Optimization exercise on an open flow, not production practice. RTL: at most simulated, not proved equivalent. Function not checked: runs 1, 2, 4 and 5. Power: default activity.

$ cat flow/design.v
module vga_timing(clk, rst, row, col, in_video, hsync, vsync);
	input clk;
	input rst;
	output [8:0] row;
	output [9:0] col;
	output in_video;
	output hsync, vsync;
	reg [9:0] CounterX;
	reg [8:0] CounterY;
	wire x_end = CounterX[9] & CounterX[8] & (&CounterX[4:0]);   
	always @(posedge clk) begin
		if(rst) begin
			CounterX <= 0;
			CounterY <= 0;
		end else if(x_end) begin
			CounterX <= 0;
			CounterY <= CounterY + 1;
		end else begin
			CounterX <= CounterX + 1;
		end
	end
	assign col = CounterX;
	assign row = CounterY;
	assign hsync = (656 <= CounterX && CounterX <= 752);
	assign vsync = (490 <= CounterY && CounterY <= 492);
	assign in_video = CounterX < 640 && CounterY < 480;
endmodule
module capture_interface(clk, rst, in_vsync, in_hsync, in_video, row_index, row_data, row_ready);
	input clk, rst;
	input in_vsync, in_hsync, in_video;
	output reg [7:0] row_index;
	output reg [319:0] row_data;
	output row_ready;
	assign row_ready = in_hsync;
	reg hsync_q;
	reg [3:0] pre_sync_pulses;	 
	reg line_start;			 
	reg [8:0] col_index;		 
	wire hsync_fall = hsync_q & ~in_hsync;
	wire pre_zero = (pre_sync_pulses == 0);
	always @(posedge clk) begin
		if(rst) begin
			hsync_q <= 0;
			row_index <= 0;
			pre_sync_pulses <= 12;
			line_start <= 0;
		end else begin
			hsync_q <= in_hsync;
			line_start <= hsync_fall & pre_zero;
			if(hsync_fall) begin
				if(!pre_zero) begin
					pre_sync_pulses <= pre_sync_pulses - 1;
					if(!in_vsync)
						row_index <= 0;
				end else begin
					row_index <= row_index + 1;
					if(!in_vsync)
						pre_sync_pulses <= 12;
				end
			end
		end
	end
	wire [8:0] idx = line_start ? 9'd0 : col_index;
	wire idx_sat = idx[8] & idx[6] & idx[0];	 
	always @(posedge clk) begin
		if(rst)
			col_index <= 0;
		else if(!idx_sat)
			col_index <= idx + 1;
		else
			col_index <= idx;
	end
	wire clr = rst | line_start;
	reg [19:0] hi;
	reg [15:0] lo;
	integer j;
	always @(*) begin
		for(j = 0; j < 20; j = j + 1)
			hi[j] = (idx[8:4] == j) & in_video & ~rst;
		for(j = 0; j < 16; j = j + 1)
			lo[j] = (idx[3:0] == j);
	end
	integer i;
	always @(posedge clk) begin
		for(i = 0; i < 320; i = i + 1)
			row_data[i] <= (row_data[i] & ~clr) | (hi[i / 16] & lo[i % 16]);
	end
endmodule
module capture_ram_interface(clk, rst, row_index, row_data, row_ready, ram_address, ram_data, write_enable);
	input clk, rst;
	input [7:0] row_index;
	input [319:0] row_data;
	input row_ready;
	output [7:0] ram_address;
	output reg [319:0] ram_data;
	output reg write_enable;
	assign ram_address = row_index;
	wire load = row_ready & ~write_enable;
	always @(posedge clk) begin
		if(rst)
			write_enable <= 0;
		else
			write_enable <= row_ready;
	end
	always @(posedge clk) begin
		if(load)
			ram_data <= row_data;
	end
endmodule
module ram_vga_interface(vga_clk, rst, vga_row, vga_col, ram_address, ram_data, vga_data);
	input vga_clk, rst;
	input [8:0] vga_row;
	input [9:0] vga_col;
	output [7:0] ram_address;
	input [319:0] ram_data;
	output reg vga_data;
	wire inc = (vga_col >= 639) | ((vga_col == 0) & vga_row[0]);
	assign ram_address = vga_row[8:1] + inc;
	wire [8:0] px = vga_col[9:1];
	reg [7:0] s0;
	reg [39:0] g;
	reg [7:0] s1;
	reg [4:0] h;
	integer i, k;
	always @(*) begin
		for(i = 0; i < 8; i = i + 1)
			s0[i] = (px[2:0] == i);
		for(i = 0; i < 40; i = i + 1) begin
			g[i] = 1'b0;
			for(k = 0; k < 8; k = k + 1)
				g[i] = g[i] | (ram_data[8*i + k] & s0[k]);
		end
		for(i = 0; i < 8; i = i + 1)
			s1[i] = (px[5:3] == i);
		for(i = 0; i < 5; i = i + 1) begin
			h[i] = 1'b0;
			for(k = 0; k < 8; k = k + 1)
				if(8*i + k < 40)
					h[i] = h[i] | (g[8*i + k] & s1[k]);
		end
	end
	always @(posedge vga_clk) begin
		case(px[8:6])
			3'd0: vga_data <= h[0];
			3'd1: vga_data <= h[1];
			3'd2: vga_data <= h[2];
			3'd3: vga_data <= h[3];
			default: vga_data <= h[4];
		endcase
	end
endmodule
module vga_adapter(clk, rst, video_in, hsync_in, vsync_in, video_out, hsync_out, vsync_out,
	vga_hsync, vga_vsync, vga_R, vga_G, vga_B,
	fb_waddr, fb_wdata, fb_we, fb_raddr, fb_rdata);
	input clk, rst;
	input video_in, hsync_in, vsync_in;
	output video_out, hsync_out, vsync_out;
	assign video_out = video_in;
	assign hsync_out = hsync_in;
	assign vsync_out = vsync_in;
	output vga_hsync, vga_vsync;
	output [3:0] vga_R, vga_G, vga_B;
	output [7:0] fb_waddr;
	output [319:0] fb_wdata;
	output fb_we;
	output [7:0] fb_raddr;
	input [319:0] fb_rdata;
	wire [8:0] vga_row;
	wire [9:0] vga_col;
	wire vga_in_video_area;
	wire vga_hs, vga_vs;
	vga_timing timing1(.clk(clk), .rst(rst), .row(vga_row), .col(vga_col), .in_video(vga_in_video_area), .hsync(vga_hs), .vsync(vga_vs));
	assign vga_vsync = ~vga_vs;
	assign vga_hsync = ~vga_hs;
	wire vga_video;
	wire video;
	wire border;
	assign border = (vga_row < 3) || (vga_col < 3) || (vga_row > 480-3) || (vga_col > 640-3);
	assign video = vga_in_video_area && (border || vga_video);
	reg pixel;
	always @(posedge clk) begin
		if(rst)
			pixel <= 0;
		else
			pixel <= video;
	end
	assign vga_R = {4{pixel}};
	assign vga_G = {4{pixel}};
	assign vga_B = {4{pixel}};
	ram_vga_interface ramvgaif(.vga_clk(clk), .rst(rst), .vga_row(vga_row), .vga_col(vga_col), .ram_address(fb_raddr), .ram_data(fb_rdata), .vga_data(vga_video));
	wire [7:0] capture_row_index;
	wire [319:0] capture_row_data;
	wire capture_row_ready;
	capture_interface c_if1(.clk(clk), .rst(rst), .in_vsync(vsync_in), .in_hsync(hsync_in), .in_video(video_in), .row_index(capture_row_index), .row_data(capture_row_data), .row_ready(capture_row_ready));
	capture_ram_interface c_ram_if(.clk(clk), .rst(rst), .row_index(capture_row_index), .row_data(capture_row_data), .row_ready(capture_row_ready), .ram_address(fb_waddr), .ram_data(fb_wdata), .write_enable(fb_we));
endmodule
$ cat flow/flow/run.sh
#!/bin/bash
# Standard ORFS layout (the standard.sh, unchanged synthesis), with the
# port buffers made from the smallest buffer cell instead of the default.
set -euo pipefail
bash standard.sh BUFFER_PORTS_ARGS="-buffer_cell sky130_fd_sc_hd__buf_1" finish > orfs_make.log 2>&1
$ cat flow/standard.sh
#!/bin/bash
# synth_recipe.tcl (not shown) runs the flow's synth.tcl, then flattens the netlist and writes it again
# the make line also repeats each setting of config.mk as NAME=value (left out here)
make -C /OpenROAD-flow-scripts/flow DESIGN_CONFIG=/design/flow/config.mk WORK_HOME=/design/flow/orfs CLKGATE_MAP_FILE= SYNTH_SCRIPT=/design/flow/synth_recipe.tcl "${@:-finish}"
$ cat flow/config.mk
export PLATFORM = sky130hd
export DESIGN_NAME = vga_adapter
export DESIGN_NICKNAME = vga_adapter
export VERILOG_FILES = /design/flow/design.v
export SDC_FILE = /design/flow/constraint.sdc
export NUM_CORES = 4
export LEC_CHECK = 0
export CAP_MARGIN = 30
export CORE_MARGIN = 2
export CORE_UTILIZATION = 40
export SLEW_MARGIN = 50
$ cat flow/constraint.sdc
create_clock -name core_clock -period 7.5 [get_ports {clk}]
set_input_delay 1.5000 -clock core_clock [delete_from_list [all_inputs] [get_ports {clk}]]
set_output_delay 1.5000 -clock core_clock [all_outputs]
set_load 0.01 [all_outputs]
==> flow_summary.toml, run 1 <==
[timing]
setup_viol = 0
rsz0062_at_grt = "false"
drv_slew = 0
fin_crit_sh_pct = 71.89
setup_ws_ns = 2.108
finalHoldViolations = 0
tightest_slew_ns = 0.7178
setup_tns_ns = 0
period_needed_ns = 5.392
timing.fmax_ghz = 0.1855
fin_skew_ns = 0.02827
slew_headroom_pct = 52.15
hold_slack_ns = 0.4013

[route]
drc_errors = 0
drtIter0Drc = 1557
dr.pass1.iters = 7
wl_um = 83070
wire_per_inst_um = 23.28
vias = 18820
drtAntennaViolNets = 0
viasPerCell = 5.273

[worst_setup_path]
crit_arrival_ns = 3.89
path_cells = "nor2_1 -> nor4b_1 -> a31oi_1 -> a21oi_1 -> ha_1 -> ha_1 -> nand3_1 -> nor2_1 -> xor2_1 -> buf_1"
crit_slowest_cell = "nor2_1"
worstPathBufferInverterCount = 1
worstSetupPathType = "reg -> out"
required_ns = 6.00
critPathTopFamily = "simple AND/OR/NAND/NOR gates"
crit_fanout = 40
end_kind = "primary output"
slowest_delay_ns = 0.56
start_kind = "flip-flop"

[synthesis]
synth_seq_area_share_pct = 68.10
synth_edf_count = 320
synthCells = 2095
syn_nets = 2434
synth.top_cells.by_area = "edfxtp_1 39%, dfxtp_1 29%, o21ai_0 7.0%, nand2_1 6.0%, mux2_2 2.6%"
synthesis.area_um2 = 24810
synth_cell_types = 68
ys_warn_count = 5
synth_top_area_share_pct = 38.73
ys_ff_latch = 684
syn_avg_cell_area_um2 = 11.84
yosys.area.top_type = "edfxtp_1"
ys.flop_type = "dfxtp_1"
async_reset_ff_share_pct = 0
synth.most_common_cell = "nand2_1"
ys_top_cells_by_count = "394 x nand2_1, 364 x dfxtp_1, 346 x o21ai_0"

[clocking]
clkSlewWorstSetupHoldPaths_ns = 0.07
clock_latency_ns = 0.61
htree_levels = 3
cts_tree = "done"
clock_path_buffers = 3
cts_root_buf = "clkbuf_16"
clock_sinks = 684
ctsResizeCount = 0
hold_buffers = 0
cts_made_buffers = 68
cts_setup_buffers = 0

[global_route]
grt_remaining_overflow = 0
grt_pass1_wl_um = 118200
grt_max_degree = 84
grt.total_usage_pct = 25.15
grt_pass1_vias = 18330
antenna_found_initial = 4

[power]
ir_drop_mv = 0.1644
power.density_nw_per_um2 = 263.1
total_power_mw = 7.990
total_leakage_power_nw = 10.23

[floorplanning]
start_util_pct = 40.36
die_x_um = 253.1
die_area_um2 = 64040
num_rows = 91
coreArea_um2 = 61480
io_pins = 679
fp.dieH_um = 253.1

[run_status]
outcome = "no timing/DRC/antenna violations"

[cells_and_area]
multi_input_area_um2 = 7128
utilization_pct = 49.39
fillers = 5586
drive_gt1_share_pct = 8.439
area.sequential_um2 = 16910
fin_cells = 3568
area_delta_synth_final_pct = 22.38
post-route-cell-area_um2 = 30370
final_nets = 3056

[place]
io_buffers = 678
post-place-ws_ns = 2.734
dp_hpwl_um = 60280
placed_cell_area_um2 = 28030
placed_cells = 3436
place.gp.congestion = 1.015

[min_path]
min-delay-path-class = "reg -> reg"

[run]
maxCapViolations = 0
## cell type report
cell class / instances / share of cell area [%]
timing repair buffer: 716 / 9.786
sequential: 684 / 55.67
inverter: 18 / 0.2225
tap: 790 / 3.255
multi-input combinational: 1229 / 23.47
antenna: 5 / 0.04120
clock inverter: 25 / 1.026
clock buffer: 101 / 6.522
## report_power, final
| group | internal (mW) | leakage (nW) | switching [mW] |
|---|---|---|---|
| logic | 0.171 | 2.98 | 0.347 |
| clock network | 2.05 | 1.12 | 1.41 |
| registers | 3.98 | 6.14 | 0.0376 |
## worst paths after layout
kind         cells after the start  slack (ns)                     end                start
max                             10        2.11             fb_raddr[6]  timing1.CounterX[2]
min                              0        0.40  c_ram_if.ram_data[152]  c_if1.row_data[152]
max reg2reg                      8        3.97       ramvgaif.vga_data  timing1.CounterX[3]
min reg2reg                      0        0.40  c_ram_if.ram_data[152]  c_if1.row_data[152]
## metal layers
layer	wire, um	up-vias	GRT usage (%)	part of all wire (%)
met3	4460	169	3.814	5.4
li1	-	8741	-	-
met5	0	-	0	0
met2	44020	771	46.48	53
met1	29690	9134	27.30	36
met4	4898	0	14.37	5.9
## cells in the final DEF (no fill, tap or decap), types with 9 or more instances in the layout
cell	count
o211ai_1	9
ha_1	14
xor2_1	12
o21ai_0	345
a22oi_1	30
a221o_1	10
a221oi_1	33
mux2i_1	31
mux4_2	11
nand4_1	10
nand3_1	19
inv_1	16
mux2_2	58
clkinv_2	11
clkbuf_1	22
nand2_1	388
nor2b_1	14
dfxtp_1	360
nor2_1	74
buf_1	677
a21oi_1	26
xnor2_1	16
edfxtp_1	320
buf_4	26
nor3_1	10
nand2b_1	12
clkbuf_16	72
## registers in the layout, summed over array words and instances, names as in the netlist
signal and flops:
c_ram_if.ram_data 320, c_if1.row_data 320, timing1.CounterX 10, pixel 1, c_if1.pre_sync_pulses 4, ramvgaif.vga_data 1
timing1.CounterY 9, c_ram_if.write_enable 1, c_if1.row_index 8, c_if1.line_start 1, c_if1.col_index 9
## cell families after synthesis
family,count (synthesis),share of synthesized area (%)
adder cells (fa/ha/maj),14,0.7060
AND/OR/NAND/NOR,573,9.697
multiplexers,100,4.881
flip-flops,684,68.10
buffers and inverters,182,3.419
XOR/XNOR,28,0.9883
AO/OA/AOI/OAI,514,12.21
==> run 2: changes to the inputs <==
--- a/flow/config.mk
+++ b/flow/config.mk
@@ -8,4 +8,5 @@
 export CAP_MARGIN = 30
 export CORE_MARGIN = 2
-export CORE_UTILIZATION = 40
+export CORE_UTILIZATION = 60
+export CTS_BUF_LIST = sky130_fd_sc_hd__clkbuf_4 sky130_fd_sc_hd__clkbuf_8
 export SLEW_MARGIN = 50
==> flow_summary.toml, run 2 <==
[worst_setup_path]
required_ns = 6.00
start_kind = "flip-flop"
end_kind = "primary output"
crit_fanout = 46
path_cells = "and2_1 -> nand2_1 -> nor2_1 -> nor3_1 -> a21oi_1 -> ha_1 -> ha_1 -> nand3_1 -> nor2_1 -> xor2_1 -> buf_1"
crit_arrival_ns = 3.88
slowest_delay_ns = 0.75
crit_slowest_cell = "dfxtp_4"
worstSetupPathType = "reg -> out"

[power]
power_frac_comb_pct = 6.8
p_int_mw = 5.780
clkPwrFrac_pct = 40.8
p_switching_mw = 1.912
total_leakage_power_nw = 10.16
ir_drop_mv = 0.1722
p_sw_share_pct = 24.86
power.density_nw_per_um2 = 258.6
seq_power_share_pct = 52.4

[timing]
tightest_slew_ns = 0.7714
hold_slack_ns = 0.4100
drv_slew = 0
slew_headroom_pct = 48.39
setup_viol = 0
setup_tns_ns = 0
rsz0062_at_grt = "false"
finalHoldViolations = 0
fin_skew_ns = 0.04991
setup_ws_ns = 2.118
fin_crit_sh_pct = 71.76
timing.fmax_ghz = 0.1858
period_needed_ns = 5.382

[floorplanning]
die_area_um2 = 43000
die_x_um = 207.4
io_pins = 679
coreArea_um2 = 40830
start_util_pct = 60.77
fp.dieH_um = 207.4
num_rows = 74

[clocking]
cts_tree = "done"
cts_made_buffers = 98
clkSlewWorstSetupHoldPaths_ns = 0.07
clock_sinks = 684
hold_buffers = 0
cts_root_buf = "clkbuf_8"
clock_path_buffers = 3
clock_latency_ns = 0.71
ctsResizeCount = 0
htree_levels = 3
cts_setup_buffers = 0

[synthesis]
yosys.area.top_type = "edfxtp_1"
ys_ff_latch = 684
synth_seq_area_share_pct = 68.10
ys.flop_type = "dfxtp_1"
syn_avg_cell_area_um2 = 11.84
synth_top_area_share_pct = 38.73
ys_top_cells_by_count = "394 x nand2_1, 364 x dfxtp_1, 346 x o21ai_0"
async_reset_ff_share_pct = 0
synth.most_common_cell = "nand2_1"
synth.top_cells.by_area = "edfxtp_1 39%, dfxtp_1 29%, o21ai_0 7.0%, nand2_1 6.0%, mux2_2 2.6%"
syn_nets = 2434
synth_edf_count = 320
synth_cell_types = 68
synthCells = 2095
synthesis.area_um2 = 24810
ys_warn_count = 5

[route]
drc_errors = 0
drtAntennaViolNets = 0
vias = 21260
wire_per_inst_um = 28.47
wl_um = 95790
drtIter0Drc = 2913
viasPerCell = 6.318
dr.pass1.iters = 7

[cells_and_area]
reg_top3 = "c_if1.row_data x320, c_ram_if.ram_data x320, timing1.CounterX x10"
drive_gt1_share_pct = 10.98
final_nets = 3068
post-route-cell-area_um2 = 29750
final_cell_mix = "677 x buf_1, 376 x nand2_1, 361 x dfxtp_1"
area_delta_synth_final_pct = 19.88
final_common_cell = "buf_1"
fin_cells = 3365

[global_route]
grt_max_degree = 116
grt_pass1_vias = 20830
antenna_found_initial = 20
grt_pass1_wl_um = 137800
grt_remaining_overflow = 0
grt.total_usage_pct = 43.49

[place]
place.gp.congestion = 1.128
placed_cells = 3160
io_buffers = 678
post-place-ws_ns = 2.877
dp_hpwl_um = 63680
placed_cell_area_um2 = 27580

[min_path]
min-delay-path-class = "reg -> reg"

[run_status]
outcome = "no timing/DRC/antenna violations"

[run]
maxCapViolations = 0
[run 2: changes by cell type in the layout (fill, tap and decap cells not counted), moves of 6 or more]
| cell | before | now |
|---|---|---|
| bufinv_16 | 6 | 0 |
| nand2_2 | 6 | 17 |
| clkbuf_8 | 7 | 110 |
| clkbuf_4 | 0 | 55 |
| clkbuf_1 | 22 | 0 |
| buf_4 | 26 | 11 |
| clkbuf_16 | 72 | 0 |
| diode_2 | 5 | 19 |
| nand2_1 | 388 | 376 |
[run 2: path summary, 6_finish.rpt]
path	from	end	slack [ns]	depth (start not counted)
max	timing1.CounterX[2]	fb_raddr[6]	2.12	11
min	c_if1.row_data[253]	c_ram_if.ram_data[253]	0.41	0
max reg2reg	timing1.CounterX[3]	ramvgaif.vga_data	4.12	8
min reg2reg	c_if1.row_data[253]	c_ram_if.ram_data[253]	0.41	0
[run 2: final cells by class]
cell class | count | area [um^2]
Tap cell | 532 | 665.6
Clock inverter | 21 | 167.7
Clock buffer | 164 | 1919
Sequential cell | 684 | 16910
Multi-Input combinational cell | 1229 | 7157
Fill cell | 2511 | 11090
Inverter | 18 | 67.56
Timing Repair Buffer | 698 | 2816
Antenna cell | 19 | 47.55
[run 2: power groups by stage]
| stage | sequential [mW] | clock, mW | combinational (mW) |
|---|---|---|---|
| finish | 4.03 | 3.14 | 0.521 |
| global placement | 4.10 | 0 | 0.482 |
| global route | 4.03 | 3.27 | 0.542 |
| CTS | 4.03 | 3.11 | 0.507 |
| detailed placement | 4.11 | 0 | 0.502 |
| floorplan | 4.14 | 0 | 0.228 |
[run 2: cell families after synthesis]
group | share of synthesized area, %
AO/OA/AOI/OAI | 12.21
XOR/XNOR | 0.9883
adder cells (fa/ha/maj) | 0.7060
buffers and inverters | 3.419
flip-flops | 68.10
multiplexers | 4.881
AND/OR/NAND/NOR | 9.697
[run 2: per-stage QoR]
stage | utilization (%) | total power, mW
5_1_grt | 72.81 | 7.843
6_report | 72.85 | 7.692
2_1_floorplan | - | 4.365
4_1_cts | 72.65 | 7.642
3_3_place_gp | 67.10 | 4.585
3_5_place_dp | 67.54 | 4.608
[run 2: critical path, delay by kind of cell, from the launching register on]
kind	cells	cell delay [ns]
AO/OA/AOI/OAI	1	0.23
XOR/XNOR	1	0.17
adder cells (fa/ha/maj)	2	0.48
buffers and inverters	1	0.18
flip-flops	1	0.75
AND/OR/NAND/NOR	6	1.38
[run 2: metal layers]
| metal | track usage (%) | vias up | share of wire, % |
|---|---|---|---|
| met1 | 50.57 | 10100 | 33 |
| li1 | - | 8796 | - |
| met4 | 25.05 | 6 | 6.5 |
| met2 | 71.86 | 1928 | 48 |
| met5 | 0.7786 | - | 0.037 |
| met3 | 12.95 | 426 | 12 |
==> run 3: changes to the inputs <==
--- a/flow/design.v
+++ b/flow/design.v
@@ -112,40 +112,18 @@
 	input [8:0] vga_row;
 	input [9:0] vga_col;
-	output [7:0] ram_address;
+	output reg [7:0] ram_address;
 	input [319:0] ram_data;
 	output reg vga_data;
-	wire inc = (vga_col >= 639) | ((vga_col == 0) & vga_row[0]);
-	assign ram_address = vga_row[8:1] + inc;
 	wire [8:0] px = vga_col[9:1];
-	reg [7:0] s0;
-	reg [39:0] g;
-	reg [7:0] s1;
-	reg [4:0] h;
-	integer i, k;
-	always @(*) begin
-		for(i = 0; i < 8; i = i + 1)
-			s0[i] = (px[2:0] == i);
-		for(i = 0; i < 40; i = i + 1) begin
-			g[i] = 1'b0;
-			for(k = 0; k < 8; k = k + 1)
-				g[i] = g[i] | (ram_data[8*i + k] & s0[k]);
-		end
-		for(i = 0; i < 8; i = i + 1)
-			s1[i] = (px[5:3] == i);
-		for(i = 0; i < 5; i = i + 1) begin
-			h[i] = 1'b0;
-			for(k = 0; k < 8; k = k + 1)
-				if(8*i + k < 40)
-					h[i] = h[i] | (g[8*i + k] & s1[k]);
-		end
+	always @(posedge vga_clk) begin
+		vga_data <= px[8] ? ram_data[{3'b100, px[5:0]}] : ram_data[px[7:0]];
 	end
 	always @(posedge vga_clk) begin
-		case(px[8:6])
-			3'd0: vga_data <= h[0];
-			3'd1: vga_data <= h[1];
-			3'd2: vga_data <= h[2];
-			3'd3: vga_data <= h[3];
-			default: vga_data <= h[4];
-		endcase
+		if(rst)
+			ram_address <= 0;
+		else if(vga_col >= 638)
+			ram_address <= vga_row[8:1] + 1;
+		else
+			ram_address <= vga_row[8:1];
 	end
 endmodule
==> flow/run.sh (new file) <==
#!/bin/bash
# synth_recipe.tcl (not shown) runs the flow's synth.tcl, then flattens the netlist and writes it again
# the make line also repeats each setting of config.mk as NAME=value (left out here)
make -C /OpenROAD-flow-scripts/flow DESIGN_CONFIG=/design/flow/config.mk WORK_HOME=/design/flow/orfs CLKGATE_MAP_FILE= SYNTH_SCRIPT=/design/flow/synth_recipe.tcl finish
--- a/flow/config.mk
+++ b/flow/config.mk
@@ -8,5 +8,4 @@
 export CAP_MARGIN = 30
 export CORE_MARGIN = 2
-export CORE_UTILIZATION = 60
-export CTS_BUF_LIST = sky130_fd_sc_hd__clkbuf_4 sky130_fd_sc_hd__clkbuf_8
+export CORE_UTILIZATION = 40
 export SLEW_MARGIN = 50
removed: flow/flow/run.sh
removed: flow/standard.sh
==> flow_summary.toml, run 3 <==
[cells_and_area]
drive_gt1_share_pct = 8.473
final_common_cell = "clkdlybuf4s50_1"
final_cell_mix = "677 x clkdlybuf4s50_1, 370 x nand2_1, 369 x dfxtp_1"
fin_cells = 3423
multi_input_area_um2 = 7041
reg_top3 = "c_if1.row_data x320, c_ram_if.ram_data x320, timing1.CounterX x10"
fillers = 5120
final_nets = 2916
area_delta_synth_final_pct = 39.10
area.sequential_um2 = 17070

[synthesis]
synthAdderAreaFrac_pct = 0.8073
synth_compound_area_share_pct = 8.542
ys_warn_count = 5
ys_ff_latch = 692
syn_avg_cell_area_um2 = 12.74
async_reset_ff_share_pct = 0
synth_seq_area_share_pct = 68.78
synthesis.area_um2 = 24800
synth.most_common_cell = "nand2_1"
synth_xor_area_share_pct = 0.9183
ys_top_cells_by_count = "382 x nand2_1, 372 x dfxtp_1, 332 x o21ai_0"
synth_simple_gate_area_share_pct = 9.188
synth_top_family_by_area = "simple AND/OR/NAND/NOR gates"
syn_nets = 2287
synth_edf_count = 320
yosys.area.top_type = "edfxtp_1"
synthMuxAreaShare_pct = 8.684
synth.top_cells.by_area = "edfxtp_1 39%, dfxtp_1 30%, o21ai_0 6.7%, mux4_2 6.3%, nand2_1 5.8%"
synth_top_area_share_pct = 38.75
synth_cell_types = 64
synthCells = 1946
ys.flop_type = "dfxtp_1"

[floorplanning]
die_x_um = 253.0
num_rows = 91
coreArea_um2 = 61480
io_pins = 679
die_area_um2 = 64000
start_util_pct = 40.33
fp.dieH_um = 253.0

[clocking]
clkSlewWorstSetupHoldPaths_ns = 0.06
ctsResizeCount = 0
cts_root_buf = "clkbuf_16"
cts_tree = "done"
clock_path_buffers = 3
hold_buffers = 0
cts_made_buffers = 72
cts_setup_buffers = 0
clock_latency_ns = 0.60
htree_levels = 3
clock_sinks = 692

[timing]
drv_slew = 0
period_needed_ns = 4.225
fin_crit_sh_pct = 56.34
fin_skew_ns = 0.02769
timing.fmax_ghz = 0.2367
hold_slack_ns = 0.4126
rsz0062_at_grt = "false"
setup_tns_ns = 0
setup_viol = 0
slew_headroom_pct = 46.63
tightest_slew_ns = 0.7783
finalHoldViolations = 0

[global_route]
grt.total_usage_pct = 24.27
grt_max_degree = 101
grt_pass1_vias = 17660
grt_pass1_wl_um = 113500
antenna_found_initial = 1
grt_remaining_overflow = 0

[worst_setup_path]
cp.depth = 2
cpMostUsedCell = "clkdlybuf4s50_1"
r2r_end = "ramvgaif.vga_data"
crit_fanout = 4
r2r_slack_ns = 4.19
ff2ff_path_depth = 7
end_kind = "primary output"
slowest_delay_ns = 0.63
start_kind = "primary input"
critPathTopFamily = "buffers and inverters"
crit_arrival_ns = 2.73
crit_slowest_cell = "clkdlybuf4s50_1"
worstSetupPathType = "in -> out"
worstPathBufferInverterCount = 2
path_cells = "clkdlybuf4s50_1 -> clkdlybuf4s50_1"
required_ns = 6.00
r2r-start = "timing1.CounterX[1]"
critical_path.startpoint = "vsync_in"

[power]
total_power_mw = 8.244
power.density_nw_per_um2 = 239.0
ir_drop_mv = 0.1380
total_leakage_power_nw = 11.95

[run_status]
outcome = "no timing/DRC/antenna violations"

[min_path]
hold_path_end = "c_ram_if.ram_data[91]"
min_from = "c_if1.row_data[91]"
min-delay-path-class = "reg -> reg"
min_delay_path_depth = 0

[route]
wire_per_inst_um = 23.10
viasPerCell = 5.150
drtAntennaViolNets = 0
dr.pass1.iters = 7
vias = 17630
drtIter0Drc = 1085
drc_errors = 0
wl_um = 79060

[place]
place.gp.congestion = 0.8919
dp_hpwl_um = 58040
placed_cells = 3291
io_buffers = 678

[run]
maxCapViolations = 0
==> run 3: per-layer routing <==
| metal | up-vias | wire length [um] | part of all wire [%] | GRT usage (%) |
|---|---|---|---|---|
| met5 | - | 0 | 0 | 0 |
| met4 | 0 | 3818 | 4.8 | 11.82 |
| met2 | 641 | 43140 | 55 | 46.33 |
| met1 | 8646 | 28310 | 36 | 25.95 |
| met3 | 128 | 3787 | 4.8 | 3.649 |
| li1 | 8213 | - | - | - |
==> run 3: cells by family after synthesis <==
| family | after synthesis |
|---|---|
| AO/OA/AOI/OAI | 397 |
| adder cells (fa/ha/maj) | 16 |
| XOR/XNOR | 26 |
| flip-flops | 692 |
| AND/OR/NAND/NOR | 545 |
| multiplexers | 109 |
| buffers and inverters | 161 |
==> run 3: worst max path at each step <==
stage	to	slack (ns)
after detailed placement	vsync_out	3.29
after CTS	vsync_out	3.28
after global routing	vga_vsync	3.22
after global placement	vsync_out	3.30
after floorplan	c_ram_if.ram_data[0]	0.78
final	vsync_out	3.27
==> run 3: through the flow <==
step                      cell area, um^2  utilization, %  setup slack, ns
after CTS                           34470           56.07            3.280
after detailed placement            32160           52.31            3.286
after global routing                34490           56.10            3.224
final                               34490           56.10            3.275
after floorplan                     24810               -           0.7817
after global placement              32060           52.15            3.304
==> run 3: area by class of cell <==
cell class,count,area share (%)
flip-flops and latches,692,49.47
multi-input cells,1093,20.41
repair buffers,701,20.39
clock buffers,102,5.847
well taps,790,2.866
clock inverters,29,0.8452
inverters,15,0.1632
diodes,1,0.007255
==> run 3: report_power, final <==
part | internal (mW) | total [mW] | switching [mW] | leakage [nW]
logic | 0.393 | 0.700 | 0.306 | 4.62
clock network | 2.05 | 3.47 | 1.42 | 1.13
registers | 4.02 | 4.07 | 0.0511 | 6.20
total | 6.47 | 8.24 | 1.77 | 11.9
==> run 4: changes to the inputs <==
--- a/flow/design.v
+++ b/flow/design.v
@@ -103,8 +103,14 @@
 			write_enable <= row_ready;
 	end
-	always @(posedge clk) begin
-		if(load)
-			ram_data <= row_data;
-	end
+	wire [319:0] ram_next;
+	snapshot_select snap(.a(row_data), .sel_a(load), .b(ram_data), .sel_b(~load), .y(ram_next));
+	always @(posedge clk)
+		ram_data <= ram_next;
+endmodule
+module snapshot_select(a, sel_a, b, sel_b, y);
+	input [319:0] a, b;
+	input sel_a, sel_b;
+	output [319:0] y;
+	assign y = ({320{sel_a}} & a) | ({320{sel_b}} & b);
 endmodule
 module ram_vga_interface(vga_clk, rst, vga_row, vga_col, ram_address, ram_data, vga_data);
@@ -112,19 +118,51 @@
 	input [8:0] vga_row;
 	input [9:0] vga_col;
-	output reg [7:0] ram_address;
+	output [7:0] ram_address;
 	input [319:0] ram_data;
 	output reg vga_data;
+	wire inc = (vga_col >= 639) | ((vga_col == 0) & vga_row[0]);
+	assign ram_address = vga_row[8:1] + inc;
 	wire [8:0] px = vga_col[9:1];
-	always @(posedge vga_clk) begin
-		vga_data <= px[8] ? ram_data[{3'b100, px[5:0]}] : ram_data[px[7:0]];
-	end
-	always @(posedge vga_clk) begin
-		if(rst)
-			ram_address <= 0;
-		else if(vga_col >= 638)
-			ram_address <= vga_row[8:1] + 1;
-		else
-			ram_address <= vga_row[8:1];
-	end
+	reg [7:0] s0, s1;
+	reg [4:0] s2;
+	integer i;
+	always @(*) begin
+		for(i = 0; i < 8; i = i + 1) begin
+			s0[i] = (px[2:0] == i);
+			s1[i] = (px[5:3] == i);
+		end
+		for(i = 0; i < 5; i = i + 1)
+			s2[i] = (px[8:6] == i);
+	end
+	wire pix;
+	pixel_select sel(.d(ram_data), .s0(s0), .s1(s1), .s2(s2), .y(pix));
+	always @(posedge vga_clk)
+		vga_data <= pix;
+endmodule
+module pixel_select(d, s0, s1, s2, y);
+	input [319:0] d;
+	input [7:0] s0, s1;
+	input [4:0] s2;
+	output y;
+	reg [39:0] g;
+	reg [4:0] h;
+	reg r;
+	integer i, k;
+	always @(*) begin
+		for(i = 0; i < 40; i = i + 1) begin
+			g[i] = 1'b0;
+			for(k = 0; k < 8; k = k + 1)
+				g[i] = g[i] | (d[8*i + k] & s0[k]);
+		end
+		for(i = 0; i < 5; i = i + 1) begin
+			h[i] = 1'b0;
+			for(k = 0; k < 8; k = k + 1)
+				h[i] = h[i] | (g[8*i + k] & s1[k]);
+		end
+		r = 1'b0;
+		for(i = 0; i < 5; i = i + 1)
+			r = r | (h[i] & s2[i]);
+	end
+	assign y = r;
 endmodule
 module vga_adapter(clk, rst, video_in, hsync_in, vsync_in, video_out, hsync_out, vsync_out,
==> flow/flow/run.sh (new file) <==
#!/bin/bash
# Standard ORFS layout (the standard.sh, unchanged synthesis) with:
#  - port buffers made from the smallest buffer cell;
#  - clock tree from small clock buffers, larger sink clusters and no dummy loads.
set -euo pipefail
CTS="-sink_clustering_enable -repair_clock_nets -dont_use_dummy_load"
CTS="$CTS -buf_list {sky130_fd_sc_hd__clkbuf_4 sky130_fd_sc_hd__clkbuf_8}"
CTS="$CTS -sink_clustering_size 16 -sink_clustering_max_diameter 60"
bash standard.sh \
  BUFFER_PORTS_ARGS="-buffer_cell sky130_fd_sc_hd__buf_1" \
  CTS_ARGS="$CTS" \
  finish > orfs_make.log 2>&1
==> flow/standard.sh (new file) <==
#!/bin/bash
# synth_recipe.tcl (not shown) runs the flow's synth.tcl, then flattens the netlist and writes it again
# the make line also repeats each setting of config.mk as NAME=value (left out here)
make -C /OpenROAD-flow-scripts/flow DESIGN_CONFIG=/design/flow/config.mk WORK_HOME=/design/flow/orfs CLKGATE_MAP_FILE= SYNTH_SCRIPT=/design/flow/synth_recipe.tcl "${@:-finish}"
--- a/flow/config.mk
+++ b/flow/config.mk
@@ -8,4 +8,6 @@
 export CAP_MARGIN = 30
 export CORE_MARGIN = 2
-export CORE_UTILIZATION = 40
+export CORE_UTILIZATION = 45
 export SLEW_MARGIN = 50
+export SYNTH_HIERARCHICAL = 1
+export SYNTH_MINIMUM_KEEP_SIZE = 0
removed: flow/run.sh
==> flow_summary.toml, run 4 <==
[global_route]
grt.total_usage_pct = 32.04
grt_pass1_vias = 20400
grt_remaining_overflow = 0
grt_pass1_wl_um = 136600
grt_max_degree = 155
antenna_found_initial = 10

[worst_setup_path]
crit_fanout = 41
worstSetupPathType = "reg -> out"
required_ns = 6.00
end_kind = "primary output"
r2r_slack_ns = 4.47
r2r-start = "timing1.CounterX[2]"
start_kind = "flip-flop"
critical_path.startpoint = "timing1.CounterX[3]"
crit_arrival_ns = 3.38

[synthesis]
async_reset_ff_share_pct = 0
synthCells = 2399
syn_nets = 2737
ys_warn_count = 12
ys_top_cells_by_count = "685 x dfxtp_1, 338 x nand2_1, 324 x a22o_1"
synth.top_cells.by_area = "dfxtp_1 56%, a22o_1 12%, o21ai_0 6.4%, a22oi_1 5.6%, nand2_1 5.2%"
ys.flop_type = "dfxtp_1"
synth_edf_count = 0
synth_cell_types = 65
synth_seq_area_share_pct = 55.84
yosys.area.top_type = "dfxtp_1"
ys_ff_latch = 685
syn_avg_cell_area_um2 = 10.24
synth.most_common_cell = "dfxtp_1"
synthesis.area_um2 = 24560
synth_top_area_share_pct = 55.84

[timing]
drv_slew = 0
period_needed_ns = 4.884
timing.fmax_ghz = 0.2047
setup_tns_ns = 0
tightest_slew_ns = 0.7156
fin_crit_sh_pct = 65.12
slew_headroom_pct = 52.18
finalHoldViolations = 0
rsz0062_at_grt = "false"
setup_viol = 0
fin_skew_ns = 0.08867

[cells_and_area]
area_delta_synth_final_pct = 13.69
reg_top3 = "c_if1.row_data x320, c_ram_if.ram_data x320, timing1.CounterX x10"
final_nets = 3295
post-route-cell-area_um2 = 27920
final_cell_mix = "685 x dfxtp_1, 677 x buf_1, 337 x nand2_1"
final_common_cell = "dfxtp_1"
drive_gt1_share_pct = 4.873
fillers = 5087

[place]
io_buffers = 678
place.gp.congestion = 0.9519
placed_cell_area_um2 = 27100
dp_hpwl_um = 66630

[clocking]
ctsResizeCount = 0
clock_path_buffers = 3
clkSlewWorstSetupHoldPaths_ns = 0.10
cts_setup_buffers = 0
cts_root_buf = "clkbuf_8"
clock_latency_ns = 0.67
cts_made_buffers = 50
htree_levels = 2
cts_tree = "done"
hold_buffers = 0
clock_sinks = 685

[route]
dr.pass1.iters = 6
drtAntennaViolNets = 0
vias = 21420
drc_errors = 0
wl_um = 93890
wire_per_inst_um = 25.65
viasPerCell = 5.851
drtIter0Drc = 1743

[power]
power.density_nw_per_um2 = 207.8
total_leakage_power_nw = 9.687
ir_drop_mv = 0.1509

[min_path]
min_from = "c_if1.row_data[47]"
min-delay-path-class = "reg -> reg"

[floorplanning]
coreArea_um2 = 53920
num_rows = 85
start_util_pct = 45.54
die_area_um2 = 56460
fp.dieH_um = 237.6
io_pins = 679
die_x_um = 237.6

[run_status]
outcome = "no timing/DRC/antenna violations"

[run]
maxCapViolations = 0
## run 4: metrics by stage
| stage | total power [mW] | cells | setup WS, ns | util, % | hold WS (ns) |
|---|---|---|---|---|---|
| after global placement | 4.142 | 3588 | 3.147 | 49.80 | 0.4347 |
| after detailed placement | 4.160 | 3599 | 3.305 | 50.26 | 0.4431 |
| after CTS | 5.832 | 3649 | 2.587 | 51.54 | 0.4380 |
| final | 5.802 | 3661 | 2.616 | 51.78 | 0.4418 |
| after floorplan | 3.988 | 2399 | 4.249 | - | 0.4254 |
| after global routing | 6.006 | 3658 | 2.370 | 51.76 | 0.4561 |
## run 4: logic make-up (layout without fill, tap and decap cells)
logic type,count (synthesis),in the layout,synth area share [%]
other cells,0,10,0
xor+xnor,10,10,0.3566
simple gates,552,552,10.74
buf+inv,238,794,6.364
fa+ha+maj,13,13,0.6624
compound gates,890,890,25.58
mux,11,11,0.4586
flops,685,685,55.84
## run 4: path summary, 6_finish.rpt
| kind | end | cells past startpoint |
|---|---|---|
| worst max-delay path | fb_raddr[7] | 8 |
| worst max register to register | ramvgaif.vga_data | 8 |
| worst min-delay path | c_ram_if.ram_data[47] | 1 |
| worst min register to register | c_ram_if.ram_data[47] | 1 |
## run 4: report_power, final
part,leakage (nW),total (mW),switching (mW),internal [mW]
Combinational,3.81,0.431,0.304,0.127
Clock,0.360,1.71,1.11,0.598
Sequential,5.52,3.66,0.0143,3.64
Total,9.69,5.80,1.43,4.37
## run 4: worst max-delay path, stage by stage, from the launching register on
cell	delay, ns
dfxtp_1	0.74
and3_4	0.75
nand3_1	0.15
a21oi_1	0.20
ha_1	0.21
and3_1	0.23
nand3_1	0.12
xnor2_1	0.20
buf_1	0.17
## run 4: cell type report
class | count | area [um^2] | share of cell area (%)
flip-flops and latches | 685 | 13710 | 49.12
well taps | 696 | 870.8 | 3.119
multi-input cells | 1476 | 9433 | 33.79
inverters | 16 | 60.06 | 0.2151
diodes | 10 | 25.02 | 0.08963
repair buffers | 728 | 3128 | 11.20
clock buffers | 50 | 688.2 | 2.465
## run 4: layer usage
| metal | vias to the layer above | GRT usage, % | wire (um) |
|---|---|---|---|
| li1 | 9876 | - | - |
| met1 | 10590 | 44.60 | 42380 |
| met2 | 832 | 48.82 | 41410 |
| met3 | 120 | 7.932 | 7285 |
| met4 | 0 | 10.18 | 2819 |
| met5 | - | 0 | 0 |
## run 4: Yosys stat by module (local to each module, per instance)
module / cells inside / area [um^2] / flip-flops and latches / copies in the design
vga_adapter: 34 / 241.5 / 1 / 1
capture_interface: 1225 / 11160 / 343 / 1
capture_ram_interface: 332 / 6507 / 321 / 1
pixel_select: 261 / 1793 / 0 / 1
vga_timing: 111 / 952.2 / 19 / 1
ram_vga_interface: 44 / 319.1 / 1 / 1
snapshot_select: 392 / 3582 / 0 / 1
==> run 5: changes to the inputs <==
--- a/flow/config.mk
+++ b/flow/config.mk
@@ -6,8 +6,8 @@
 export NUM_CORES = 4
 export LEC_CHECK = 0
-export CAP_MARGIN = 30
+export CAP_MARGIN = 10
 export CORE_MARGIN = 2
 export CORE_UTILIZATION = 45
-export SLEW_MARGIN = 50
+export SLEW_MARGIN = 10
 export SYNTH_HIERARCHICAL = 1
 export SYNTH_MINIMUM_KEEP_SIZE = 0
==> flow_summary.toml, run 5 <==
[run_status]
outcome = "no timing/DRC/antenna violations"

[timing]
setup_viol = 0
period_needed_ns = 5.165
tightest_slew_ns = 1.449
fin_crit_sh_pct = 68.87
setup_ws_ns = 2.335
slew_headroom_pct = 3.382
fin_skew_ns = 0.07382
setup_tns_ns = 0
drv_slew = 0
timing.fmax_ghz = 0.1936
rsz0062_at_grt = "false"
finalHoldViolations = 0

[worst_setup_path]
required_ns = 6.00
start_kind = "flip-flop"
crit_fanout = 41
critPathTopFamily = "simple AND/OR/NAND/NOR gates"
path_cells = "and3_2 -> nand3_1 -> a21oi_1 -> ha_1 -> and3_1 -> nand3_1 -> xnor2_1 -> buf_1"
worstPathBufferInverterCount = 1
crit_arrival_ns = 3.66
worstSetupPathType = "reg -> out"
end_kind = "primary output"
cpMostUsedCell = "nand3_1"
slowest_delay_ns = 1.04
crit_slowest_cell = "and3_2"

[synthesis]
synth.top_cells.by_area = "dfxtp_1 56%, a22o_1 12%, o21ai_0 6.4%, a22oi_1 5.6%, nand2_1 5.2%"
yosys.area.top_type = "dfxtp_1"
synth_top_area_share_pct = 55.84
synth_cell_types = 65
synth.most_common_cell = "dfxtp_1"
ys_top_cells_by_count = "685 x dfxtp_1, 338 x nand2_1, 324 x a22o_1"
synthesis.area_um2 = 24560
async_reset_ff_share_pct = 0
syn_nets = 2737
ys.flop_type = "dfxtp_1"
ys_ff_latch = 685
synth_seq_area_share_pct = 55.84
synthCells = 2399
synth_edf_count = 0
ys_warn_count = 12
syn_avg_cell_area_um2 = 10.24

[place]
dp_hpwl_um = 65540
post-place-ws_ns = 3.006
placed_cells = 3588
place.gp.congestion = 0.9519
io_buffers = 678

[route]
route.met2.wl_um = 41660
drtAntennaViolNets = 0
drtIter0Drc = 1887
route.met3.wl_um = 7183
wire_per_inst_um = 25.63
wl_um = 93570
drc_errors = 0
vias = 21470
dr.pass1.iters = 5
viasPerCell = 5.879
top_layer_used = "met5"
wl_met1_um = 42250

[clocking]
htree_levels = 2
cts_setup_buffers = 0
cts_root_buf = "clkbuf_8"
clock_path_buffers = 3
clock_sinks = 685
hold_buffers = 0
clock_latency_ns = 0.67
cts_made_buffers = 51
ctsResizeCount = 0
clkSlewWorstSetupHoldPaths_ns = 0.10
cts_tree = "done"

[global_route]
antenna_found_initial = 11
grt_max_degree = 233
grt.total_usage_pct = 31.85
grt_remaining_overflow = 0
grt_pass1_wl_um = 136000
grt_pass1_vias = 20270

[power]
ir_drop_mv = 0.1510
total_leakage_power_nw = 9.543
seq_power_share_pct = 63.2
p_switching_mw = 1.427
power.density_nw_per_um2 = 209.9
clkPwrFrac_pct = 29.7
total_power_mw = 5.791
power_frac_comb_pct = 7.1
p_sw_share_pct = 24.64
p_int_mw = 4.365

[floorplanning]
coreArea_um2 = 53920
start_util_pct = 45.54
num_rows = 85
fp.dieH_um = 237.6
io_pins = 679
die_x_um = 237.6
die_area_um2 = 56460

[run]
maxCapViolations = 0

[cells_and_area]
area_delta_synth_final_pct = 12.33
reg_top3 = "c_if1.row_data x320, c_ram_if.ram_data x320, timing1.CounterX x10"
final_nets = 3283
final_common_cell = "dfxtp_1"
final_cell_mix = "685 x dfxtp_1, 677 x buf_1, 337 x nand2_1"
fin_cells = 3651
drive_gt1_share_pct = 4.077

[min_path]
min-delay-path-class = "reg -> reg"
run 5: cell counts after synthesis:
Identical to the previous run, type by type.
run 5: cells by family (layout without fill, tap and decap cells):
| kind of cell | Yosys count | in the layout | share of synthesized area, % |
|---|---|---|---|
| adders and majority gates | 13 | 13 | 0.6624 |
| muxes | 11 | 11 | 0.4586 |
| DFF | 685 | 685 | 55.84 |
| xor gates and xnor gates | 10 | 10 | 0.3566 |
| other | 0 | 12 | 0 |
| and+or+nand+nor | 552 | 552 | 10.74 |
| buffers and inverters | 238 | 782 | 6.364 |
| AOI/OAI and AO/OA | 890 | 890 | 25.58 |
run 5: path summary, 6_finish.rpt:
check	start	to	slack, ns	depth (start not counted)
worst min register to register	c_if1.row_data[248]	c_ram_if.ram_data[248]	0.42	1
worst min-delay path	c_if1.row_data[248]	c_ram_if.ram_data[248]	0.42	1
worst max register to register	timing1.CounterX[3]	ramvgaif.vga_data	4.50	7
worst max-delay path	timing1.CounterX[3]	fb_raddr[7]	2.34	8
run 5: metal layers:
metal,global-route usage (%),vias to the layer above
met5,0,-
met4,9.682,2
met3,7.235,123
met2,48.76,844
met1,44.74,10630
li1,-,9862
run 5: modules after synthesis, one instance, submodules excluded:
module,flip-flops and latches,copies in the design,cell area (um^2)
capture_interface,343,1,11160
capture_ram_interface,321,1,6507
snapshot_select,0,1,3582
pixel_select,0,1,1793
vga_timing,19,1,952.2
ram_vga_interface,1,1,319.1
vga_adapter,1,1,241.5
run 5: area by class of cell:
type | count | area (um^2)
timing repair buffer | 715 | 2861
antenna | 12 | 30.03
tap | 696 | 870.8
fill | 5169 | 26340
multi-input combinational | 1476 | 9348
clock buffer | 51 | 701.9
inverter | 16 | 60.06
sequential | 685 | 13710
run 5: metrics by stage:
step	area, um^2	utilization (%)	hold WS, ns
after floorplan	24560	-	0.4254
after global placement	26850	49.80	0.4347
after detailed placement	26850	49.80	0.4433
after CTS	27560	51.10	0.4303
after global routing	27580	51.15	0.4505
final	27590	51.16	0.4207
run 5: worst register-to-register path: cells and delay by family, from the launching register on:
kind               cells  cell delay, ns
DFF                    1            0.73
and+or+nand+nor        4            1.56
AOI/OAI and AO/OA      3            0.59
run 5: power by group through the flow:
stage	combinational (mW)	sequential (mW)	clock, mW
floorplan	0.250	3.74	0
global placement	0.401	3.74	0
detailed placement	0.404	3.74	0
CTS	0.405	3.66	1.76
global route	0.435	3.66	1.89
finish	0.412	3.66	1.72
==> run 6: changes to the inputs <==
--- a/flow/design.v
+++ b/flow/design.v
@@ -35,8 +35,8 @@
 	reg hsync_q;
 	reg [3:0] pre_sync_pulses;	 
-	reg line_start;			 
 	reg [8:0] col_index;		 
 	wire hsync_fall = hsync_q & ~in_hsync;
 	wire pre_zero = (pre_sync_pulses == 0);
+	wire line_end = hsync_fall & pre_zero;	 
 	always @(posedge clk) begin
 		if(rst) begin
@@ -44,8 +44,6 @@
 			row_index <= 0;
 			pre_sync_pulses <= 12;
-			line_start <= 0;
 		end else begin
 			hsync_q <= in_hsync;
-			line_start <= hsync_fall & pre_zero;
 			if(hsync_fall) begin
 				if(!pre_zero) begin
@@ -61,15 +59,11 @@
 		end
 	end
-	wire [8:0] idx = line_start ? 9'd0 : col_index;
-	wire idx_sat = idx[8] & idx[6] & idx[0];	 
-	always @(posedge clk) begin
-		if(rst)
+	always @(posedge clk) begin
+		if(rst | line_end)
 			col_index <= 0;
-		else if(!idx_sat)
-			col_index <= idx + 1;
-		else
-			col_index <= idx;
-	end
-	wire clr = rst | line_start;
+		else if(!(col_index[8] & col_index[6]))
+			col_index <= col_index + 1;
+	end
+	wire clr = rst | (col_index == 0);
 	reg [19:0] hi;
 	reg [15:0] lo;
@@ -77,7 +71,7 @@
 	always @(*) begin
 		for(j = 0; j < 20; j = j + 1)
-			hi[j] = (idx[8:4] == j) & in_video & ~rst;
+			hi[j] = (col_index[8:4] == j) & in_video & ~rst;
 		for(j = 0; j < 16; j = j + 1)
-			lo[j] = (idx[3:0] == j);
+			lo[j] = (col_index[3:0] == j);
 	end
 	integer i;
==> flow_summary.toml, run 6 <==
[floorplanning]
start_util_pct = 45.47
fp.dieH_um = 237.2
die_area_um2 = 56260
coreArea_um2 = 53810
die_x_um = 237.2
num_rows = 85
io_pins = 679

[worst_setup_path]
slowest_delay_ns = 0.62
path_cells = "and3_1 -> nand3_1 -> a21oi_1 -> ha_1 -> ha_1 -> nand3_1 -> xnor2_1 -> buf_1"
start_kind = "flip-flop"
critPathTopFamily = "simple AND/OR/NAND/NOR gates"
required_ns = 6.00
crit_arrival_ns = 3.19
worstSetupPathType = "reg -> out"
worstPathBufferInverterCount = 1
end_kind = "primary output"
crit_fanout = 15
crit_slowest_cell = "dfxtp_1"

[synthesis]
synth.most_common_cell = "dfxtp_1"
synth_cell_types = 56
synth.top_cells.by_area = "dfxtp_1 56%, a22o_1 12%, o2bb2ai_1 10%, a22oi_1 5.6%, buf_6 3.3%"
synth_seq_area_share_pct = 55.96
ys.flop_type = "dfxtp_1"
ys_top_cells_by_count = "684 x dfxtp_1, 328 x a22o_1, 287 x o2bb2ai_1"
syn_nets = 2430
synth_edf_count = 0
async_reset_ff_share_pct = 0
yosys.area.top_type = "dfxtp_1"
syn_avg_cell_area_um2 = 11.70
synthCells = 2092
synthesis.area_um2 = 24470
ys_warn_count = 12
ys_ff_latch = 684
synth_top_area_share_pct = 55.96

[timing]
setup_tns_ns = 0
fin_skew_ns = 0.08890
drv_slew = 0
timing.fmax_ghz = 0.2131
rsz0062_at_grt = "false"
fin_crit_sh_pct = 62.56
finalHoldViolations = 0
setup_ws_ns = 2.808
slew_headroom_pct = 18.68
period_needed_ns = 4.692
tightest_slew_ns = 1.217
setup_viol = 0
hold_slack_ns = 0.4421

[route]
wire_per_inst_um = 27.42
drc_errors = 0
drtIter0Drc = 1653
vias = 20370
dr.pass1.iters = 5
drtAntennaViolNets = 0
wl_um = 91410
viasPerCell = 6.109

[cells_and_area]
drive_gt1_share_pct = 3.924
fin_cells = 3334
final_common_cell = "dfxtp_1"
area_delta_synth_final_pct = 11.92
reg_top3 = "c_if1.row_data x320, c_ram_if.ram_data x320, timing1.CounterX x10"
final_nets = 2965
final_cell_mix = "684 x dfxtp_1, 678 x buf_1, 328 x a22o_1"

[clocking]
cts_root_buf = "clkbuf_8"
htree_levels = 2
clock_path_buffers = 3
cts_setup_buffers = 0
ctsResizeCount = 0
clkSlewWorstSetupHoldPaths_ns = 0.10
clock_latency_ns = 0.66
cts_made_buffers = 50
cts_tree = "done"
hold_buffers = 0
clock_sinks = 684

[min_path]
min-delay-path-class = "reg -> reg"

[power]
total_power_mw = 5.814
ir_drop_mv = 0.1091
total_leakage_power_nw = 9.195
power.density_nw_per_um2 = 212.3

[run_status]
outcome = "no timing/DRC/antenna violations"

[global_route]
grt_remaining_overflow = 0
grt_pass1_vias = 19190
grt_max_degree = 207
grt.total_usage_pct = 31.15
antenna_found_initial = 14
grt_pass1_wl_um = 131900

[place]
io_buffers = 678
placed_cells = 3271
dp_hpwl_um = 63150
place.gp.congestion = 1.063
post-place-ws_ns = 3.403

[run]
maxCapViolations = 0
-- run 6: changes by cell type after synthesis, moves of 5 or more --
cell       before  now
a32o_1         12   23
clkbuf_1       72   77
nand2_1       338   34
nand3_1        33   38
nand4_1        60   55
nor3b_2         5    0
o21ai_0       316   11
o2bb2ai_1       0  287
-- run 6: cell type report --
cell class              count  area [um^2]
diodes                     13        32.53
well taps                 696        870.8
inverters                  17        63.81
multi-input cells        1167         9239
flip-flops and latches    684        13690
repair buffers            707         2800
fillers                  5026        26430
clock buffers              50        688.2
-- run 6: cells by family (layout without fill, tap and decap cells) --
logic type / Yosys count / after routing / synth area share (%)
mux: 11 / 11 / 0.4551
flops: 684 / 684 / 55.96
other cells: 0 / 13 / 0
xor+xnor: 12 / 12 / 0.4295
compound gates: 882 / 882 / 30.17
buf+inv: 241 / 774 / 6.509
simple gates: 249 / 249 / 5.814
fa+ha+maj: 13 / 13 / 0.6647
-- run 6: modules after synthesis (local to each module, per instance) --
| module | cells | flip-flops and latches | copies in the design | area [um^2] |
|---|---|---|---|---|
| capture_ram_interface | 332 | 321 | 1 | 6507 |
| pixel_select | 261 | 0 | 1 | 1793 |
| snapshot_select | 392 | 0 | 1 | 3582 |
| vga_timing | 111 | 19 | 1 | 952.2 |
| ram_vga_interface | 44 | 1 | 1 | 319.1 |
| capture_interface | 918 | 342 | 1 | 11070 |
| vga_adapter | 34 | 1 | 1 | 241.5 |
-- run 6: stage by stage --
step | utilization (%) | area (um^2)
final | 50.89 | 27390
after global routing | 50.89 | 27390
after CTS | 50.83 | 27360
after detailed placement | 49.55 | 26670
after global placement | 49.55 | 26670
after floorplan | - | 24470
-- run 6: metal layers --
| metal | GRT usage (%) | share of wire (%) | wire, um |
|---|---|---|---|
| met5 | 0 | 0.014 | 13 |
| met1 | 40.47 | 42 | 38380 |
| met2 | 51.96 | 48 | 43890 |
| met3 | 4.912 | 5.5 | 5038 |
| met4 | 12.60 | 4.5 | 4086 |
-- run 6: worst paths after layout --
path                       start                     end  slack [ns]  cells after the start
max          timing1.CounterX[4]             fb_raddr[4]        2.81                      8
min          c_if1.row_data[306]  c_ram_if.ram_data[306]        0.44                      1
max reg2reg  timing1.CounterX[2]       ramvgaif.vga_data        4.45                      8
min reg2reg  c_if1.row_data[306]  c_ram_if.ram_data[306]        0.44                      1
-- run 6: worst register-to-register path, cell delays in order (launching register included) --
cell     delay (ns)
dfxtp_1        0.75
nand2_1        0.19
nor2_4         0.94
a22oi_1        0.33
nand4_1        0.31
a22oi_1        0.14
nand4_1        0.12
a22oi_1        0.09
nand3_1        0.09
-- run 6: report_power, final --
group	internal, mW	total (mW)	switching (mW)
sequential	3.64	3.65	0.0158
clock	0.598	1.71	1.11
combinational	0.121	0.447	0.327
total	4.36	5.81	1.46
==> run 7: changes to the inputs <==
--- a/flow/config.mk
+++ b/flow/config.mk
@@ -6,8 +6,8 @@
 export NUM_CORES = 4
 export LEC_CHECK = 0
-export CAP_MARGIN = 10
+export CAP_MARGIN = 0
 export CORE_MARGIN = 2
-export CORE_UTILIZATION = 45
-export SLEW_MARGIN = 10
+export CORE_UTILIZATION = 50
+export SLEW_MARGIN = 0
 export SYNTH_HIERARCHICAL = 1
 export SYNTH_MINIMUM_KEEP_SIZE = 0
==> flow_summary.toml, run 7 <==
[clocking]
clock_path_buffers = 3
cts_tree = "done"
clkSlewWorstSetupHoldPaths_ns = 0.10
ctsResizeCount = 0
hold_buffers = 0
cts_root_buf = "clkbuf_8"
clock_sinks = 684
clock_latency_ns = 0.68
htree_levels = 2
cts_made_buffers = 50
cts_setup_buffers = 0

[synthesis]
synth_edf_count = 0
ys.flop_type = "dfxtp_1"
synthesis.area_um2 = 24470
ys_top_cells_by_count = "684 x dfxtp_1, 328 x a22o_1, 287 x o2bb2ai_1"
synth_cell_types = 56
synth_seq_area_share_pct = 55.96
yosys.area.top_type = "dfxtp_1"
synth.top_cells.by_area = "dfxtp_1 56%, a22o_1 12%, o2bb2ai_1 10%, a22oi_1 5.6%, buf_6 3.3%"
synthCells = 2092
async_reset_ff_share_pct = 0
synth.most_common_cell = "dfxtp_1"
syn_nets = 2430
synth_top_area_share_pct = 55.96
syn_avg_cell_area_um2 = 11.70
ys_ff_latch = 684
ys_warn_count = 12

[cells_and_area]
fillers = 4308
multi_input_area_um2 = 9234
post-route-cell-area_um2 = 27290
final_common_cell = "dfxtp_1"
area.sequential_um2 = 13690
final_nets = 2965
reg_top3 = "c_if1.row_data x320, c_ram_if.ram_data x320, timing1.CounterX x10"
drive_gt1_share_pct = 3.924
area_delta_synth_final_pct = 11.55
final_cell_mix = "684 x dfxtp_1, 678 x buf_1, 328 x a22o_1"
fin_cells = 3262
utilization_pct = 56.11

[floorplanning]
coreArea_um2 = 48650
num_rows = 81
die_x_um = 225.2
start_util_pct = 50.30
fp.dieH_um = 225.2
die_area_um2 = 50720
io_pins = 679

[min_path]
hold_path_end = "c_ram_if.ram_data[128]"
min_from = "c_if1.row_data[128]"
min_delay_path_depth = 1
min-delay-path-class = "reg -> reg"

[timing]
setup_ws_ns = 2.744
finalHoldViolations = 0
setup_tns_ns = 0
period_needed_ns = 4.756
drv_slew = 0
tightest_slew_ns = 1.245
fin_crit_sh_pct = 63.42
rsz0062_at_grt = "false"
fin_skew_ns = 0.1395
hold_slack_ns = 0.4373
timing.fmax_ghz = 0.2102
setup_viol = 0
slew_headroom_pct = 16.74

[power]
p_sw_share_pct = 24.93
total_power_mw = 5.802
power.density_nw_per_um2 = 212.6
clkPwrFrac_pct = 29.4
total_leakage_power_nw = 9.201
p_int_mw = 4.356
power_frac_comb_pct = 7.6
ir_drop_mv = 0.1792
seq_power_share_pct = 63.0
p_switching_mw = 1.446

[global_route]
grt_pass1_wl_um = 133200
grt.total_usage_pct = 35.30
grt_max_degree = 222
grt_remaining_overflow = 0
grt_pass1_vias = 19420
antenna_found_initial = 15

[run_status]
outcome = "no timing/DRC/antenna violations"

[worst_setup_path]
worstSetupPathType = "reg -> out"
crit_arrival_ns = 3.26
r2r_slack_ns = 3.88
r2r-start = "c_if1.col_index[0]"
end_kind = "primary output"
ff2ff_path_depth = 7
r2r_end = "c_if1.row_data[144]"
start_kind = "flip-flop"
crit_fanout = 41
required_ns = 6.00

[place]
post-place-ws_ns = 3.304
placed_cells = 3197
place.gp.congestion = 1.049
dp_hpwl_um = 66770
placed_cell_area_um2 = 26570
io_buffers = 678

[route]
drtAntennaViolNets = 0
drc_errors = 0
viasPerCell = 6.328
wl_um = 93240
vias = 20640
dr.pass1.iters = 5
drtIter0Drc = 2039
wire_per_inst_um = 28.58

[run]
maxCapViolations = 0
==> run 7: cell count changes in the layout (fill, tap and decap cells not counted), sizes merged <==
cell | before | now
diode | 13 | 15
==> run 7: worst max-delay path by stage <==
| stage | startpoint | to | slack [ns] | cells after the start |
|---|---|---|---|---|
| finish | timing1.CounterX[3] | fb_raddr[4] | 2.74 | 9 |
| global route | timing1.CounterX[3] | fb_raddr[4] | 2.63 | 9 |
| CTS | timing1.CounterX[3] | fb_raddr[4] | 2.80 | 9 |
| detailed placement | rst | c_if1.row_data[280] | 3.30 | 6 |
| global placement | rst | c_if1.row_data[278] | 2.82 | 5 |
| floorplan | timing1.CounterX[4] | fb_raddr[5] | 4.25 | 7 |
==> run 7: cell families after synthesis <==
kind of cell / after synthesis / synth area share (%)
compound gates: 882 / 30.17
flops: 684 / 55.96
simple gates: 249 / 5.814
buf+inv: 241 / 6.509
fa+ha+maj: 13 / 0.6647
xor+xnor: 12 / 0.4295
mux: 11 / 0.4551
==> run 7: cell type report <==
class | instances | share of cell area, %
Sequential cell | 684 | 50.17
Multi-Input combinational cell | 1167 | 33.83
Timing Repair Buffer | 707 | 10.26
Tap cell | 622 | 2.851
Clock buffer | 50 | 2.521
Inverter | 17 | 0.2338
Antenna cell | 15 | 0.1375
==> run 7: routing by layer <==
layer / wire length (um) / share of wire [%] / GRT usage [%]
met2: 44130 / 47 / 58.05
met3: 6206 / 6.7 / 5.450
met5: 0 / 0 / 0
met1: 38350 / 41 / 45.74
met4: 4544 / 4.9 / 16.28
==> run 7: critical path, stage by stage (launching register included) <==
cell	delay [ns]
dfxtp_1	0.49
nor3_4	0.24
buf_4	0.51
a31oi_1	0.15
a21oi_1	0.23
ha_1	0.26
ha_1	0.22
nand3_1	0.11
xnor2_1	0.27
buf_1	0.19
==> run 7: modules after synthesis, one instance, submodules excluded <==
| module | copies in the design | cell area (um^2) | cells inside |
|---|---|---|---|
| capture_interface | 1 | 11070 | 918 |
| capture_ram_interface | 1 | 6507 | 332 |
| snapshot_select | 1 | 3582 | 392 |
| pixel_select | 1 | 1793 | 261 |
| vga_timing | 1 | 952.2 | 111 |
| ram_vga_interface | 1 | 319.1 | 44 |
| vga_adapter | 1 | 241.5 | 34 |
==> run 7: power by group through the flow <==
stage,Sequential [mW],Clock [mW],Combinational [mW]
global placement,3.74,0,0.429
floorplan,3.73,0,0.295
CTS,3.65,1.72,0.436
global route,3.66,1.85,0.470
detailed placement,3.74,0,0.435
finish,3.65,1.70,0.443
==> run 8: changes to the inputs <==
--- a/flow/design.v
+++ b/flow/design.v
@@ -66,18 +66,38 @@
 	end
 	wire clr = rst | (col_index == 0);
+	wire wbit = in_video & ~rst;
+	reg [4:0] a;	 
+	reg [3:0] b, c, d;	 
 	reg [19:0] hi;
 	reg [15:0] lo;
 	integer j;
 	always @(*) begin
+		for(j = 0; j < 5; j = j + 1)
+			a[j] = (col_index[8:6] == j);
+		for(j = 0; j < 4; j = j + 1) begin
+			b[j] = (col_index[5:4] == j);
+			c[j] = (col_index[3:2] == j);
+			d[j] = (col_index[1:0] == j) & wbit;
+		end
 		for(j = 0; j < 20; j = j + 1)
-			hi[j] = (col_index[8:4] == j) & in_video & ~rst;
+			hi[j] = a[j / 4] & b[j % 4];
 		for(j = 0; j < 16; j = j + 1)
-			lo[j] = (col_index[3:0] == j);
-	end
+			lo[j] = c[j / 4] & d[j % 4];
+	end
+	wire [319:0] row_next;
+	line_update upd(.row(row_data), .keep(~clr), .hi(hi), .lo(lo), .y(row_next));
+	always @(posedge clk)
+		row_data <= row_next;
+endmodule
+module line_update(row, keep, hi, lo, y);
+	input [319:0] row;
+	input keep;
+	input [19:0] hi;
+	input [15:0] lo;
+	output reg [319:0] y;
 	integer i;
-	always @(posedge clk) begin
+	always @(*)
 		for(i = 0; i < 320; i = i + 1)
-			row_data[i] <= (row_data[i] & ~clr) | (hi[i / 16] & lo[i % 16]);
-	end
+			y[i] = (row[i] & keep) | (hi[i / 16] & lo[i % 16]);
 endmodule
 module capture_ram_interface(clk, rst, row_index, row_data, row_ready, ram_address, ram_data, write_enable);
==> flow_summary.toml, run 8 <==
[synthesis]
synth_top_family_by_area = "compound AO/OA/AOI/OAI gates"
ys_top_cells_by_count = "684 x dfxtp_1, 640 x a22o_1, 182 x a22oi_1"
synthCells = 2116
synth.top_cells.by_area = "dfxtp_1 55%, a22o_1 23%, a22oi_1 5.5%, buf_6 4.6%, nand4_1 1.4%"
syn_nets = 2454
synth_cell_types = 57
synthAdderAreaFrac_pct = 0.6573
synth_top_area_share_pct = 55.33

[cells_and_area]
drive_gt1_share_pct = 5.448
area_delta_synth_final_pct = 11.13
final_cell_mix = "684 x dfxtp_1, 677 x buf_1, 640 x a22o_1"
final_common_cell = "dfxtp_1"

[clocking]
clkSlewWorstSetupHoldPaths_ns = 0.10
cts_setup_buffers = 0
cts_root_buf = "clkbuf_8"
cts_made_buffers = 49
ctsResizeCount = 0
clock_sinks = 684

[run_status]
outcome = "no timing/DRC/antenna violations"

[worst_setup_path]
path_cells = "and3_4 -> nand3_1 -> a21oi_1 -> ha_1 -> and4_1 -> nand4_1 -> xnor2_1 -> buf_1"
required_ns = 6.00
worstSetupPathType = "reg -> out"
crit_arrival_ns = 3.81

[power]
p_sw_share_pct = 24.59
seq_power_share_pct = 63.5
p_int_mw = 4.335
power.density_nw_per_um2 = 209.0

[route]
viasPerCell = 6.196
dr.pass1.iters = 5
drtIter0Drc = 2038
drc_errors = 0
wl_um = 92690
drtAntennaViolNets = 0

[timing]
finalHoldViolations = 0
slew_headroom_pct = 9.804
fin_skew_ns = 0.1104
setup_viol = 0
hold_slack_ns = 0.4309
fin_crit_sh_pct = 70.81
tightest_slew_ns = 1.346
setup_tns_ns = 0

[floorplanning]
fp.dieH_um = 226.5
start_util_pct = 50.66
io_pins = 679

[place]
placed_cell_area_um2 = 26800
io_buffers = 678
dp_hpwl_um = 65540

[global_route]
grt_remaining_overflow = 0
grt_pass1_wl_um = 132700
-- run 8: cell types whose count changed after synthesis, moves of 7 or more --
| cell | before | now |
|---|---|---|
| a21oi_1 | 19 | 27 |
| a22o_1 | 328 | 640 |
| a32o_1 | 23 | 0 |
| and3_1 | 12 | 3 |
| buf_2 | 52 | 31 |
| buf_4 | 24 | 34 |
| buf_6 | 71 | 102 |
| clkbuf_2 | 0 | 9 |
| nand2_1 | 34 | 27 |
| nand2b_1 | 3 | 13 |
| nand3_1 | 38 | 13 |
| nor2_1 | 25 | 52 |
| o211ai_1 | 8 | 0 |
| o2bb2ai_1 | 287 | 0 |
-- run 8: cell type report --
cell class / count / area share, %
diodes: 12 / 0.1092
inverters: 17 / 0.2320
well taps: 664 / 3.021
multi-input cells: 1165 / 33.68
repair buffers: 728 / 10.71
clock buffers: 49 / 2.452
flip-flops and latches: 684 / 49.79
-- run 8: cells by family (layout without fill, tap and decap cells) --
family / Yosys count / count (layout)
other cells: 0 / 12
mux: 9 / 9
flops: 684 / 684
simple gates: 246 / 246
compound gates: 885 / 885
buf+inv: 267 / 794
xor+xnor: 12 / 12
fa+ha+maj: 13 / 13
-- run 8: per-module statistics from Yosys, one instance, submodules excluded --
module / times used / flops+latches / cell area [um^2]
vga_adapter: 1 / 1 / 241.5
line_update: 1 / 0 / 3527
capture_interface: 1 / 342 / 7816
capture_ram_interface: 1 / 321 / 6507
ram_vga_interface: 1 / 1 / 326.6
pixel_select: 1 / 0 / 1793
vga_timing: 1 / 19 / 952.2
snapshot_select: 1 / 0 / 3582
-- run 8: power groups by stage --
| stage | clock network, mW | logic (mW) | registers [mW] |
|---|---|---|---|
| after detailed placement | 0 | 0.400 | 3.74 |
| final | 1.69 | 0.407 | 3.65 |
| after global routing | 1.84 | 0.434 | 3.65 |
| after floorplan | 0 | 0.297 | 3.73 |
| after global placement | 0 | 0.397 | 3.73 |
| after CTS | 1.71 | 0.401 | 3.65 |
-- run 8: critical path: cells and delay by family, from the launching register on --
family | cells | cell delay (ns)
compound gates | 1 | 0.39
fa+ha+maj | 1 | 0.29
simple gates | 4 | 1.20
xor+xnor | 1 | 0.33
buf+inv | 1 | 0.20
flops | 1 | 0.74
-- run 8: stage by stage --
step                instances  setup slack, ns
floorplan                2116            4.084
global placement         3258            3.033
detailed placement       3258            2.950
CTS                      3307            2.269
global route             3317            2.086
finish                   3319            2.189
-- run 8: path summary, 6_finish.rpt --
kind / cells after the start / slack [ns] / endpoint / from
hold / removal: 1 / 0.43 / c_ram_if.ram_data[286] / c_if1.row_data[286]
setup reg to reg: 8 / 4.45 / ramvgaif.vga_data / timing1.CounterX[2]
hold reg to reg: 1 / 0.43 / c_ram_if.ram_data[286] / c_if1.row_data[286]
setup / recovery: 8 / 2.19 / fb_raddr[7] / timing1.CounterX[3]
-- run 8: metal layers --
| metal | track usage [%] | wire (um) | vias up |
|---|---|---|---|
| li1 | - | - | 9203 |
| met1 | 44.52 | 37410 | 10200 |
| met2 | 57.11 | 44090 | 991 |
| met3 | 6.933 | 7028 | 172 |
| met4 | 14.77 | 4164 | 0 |
| met5 | 0 | 0 | - |
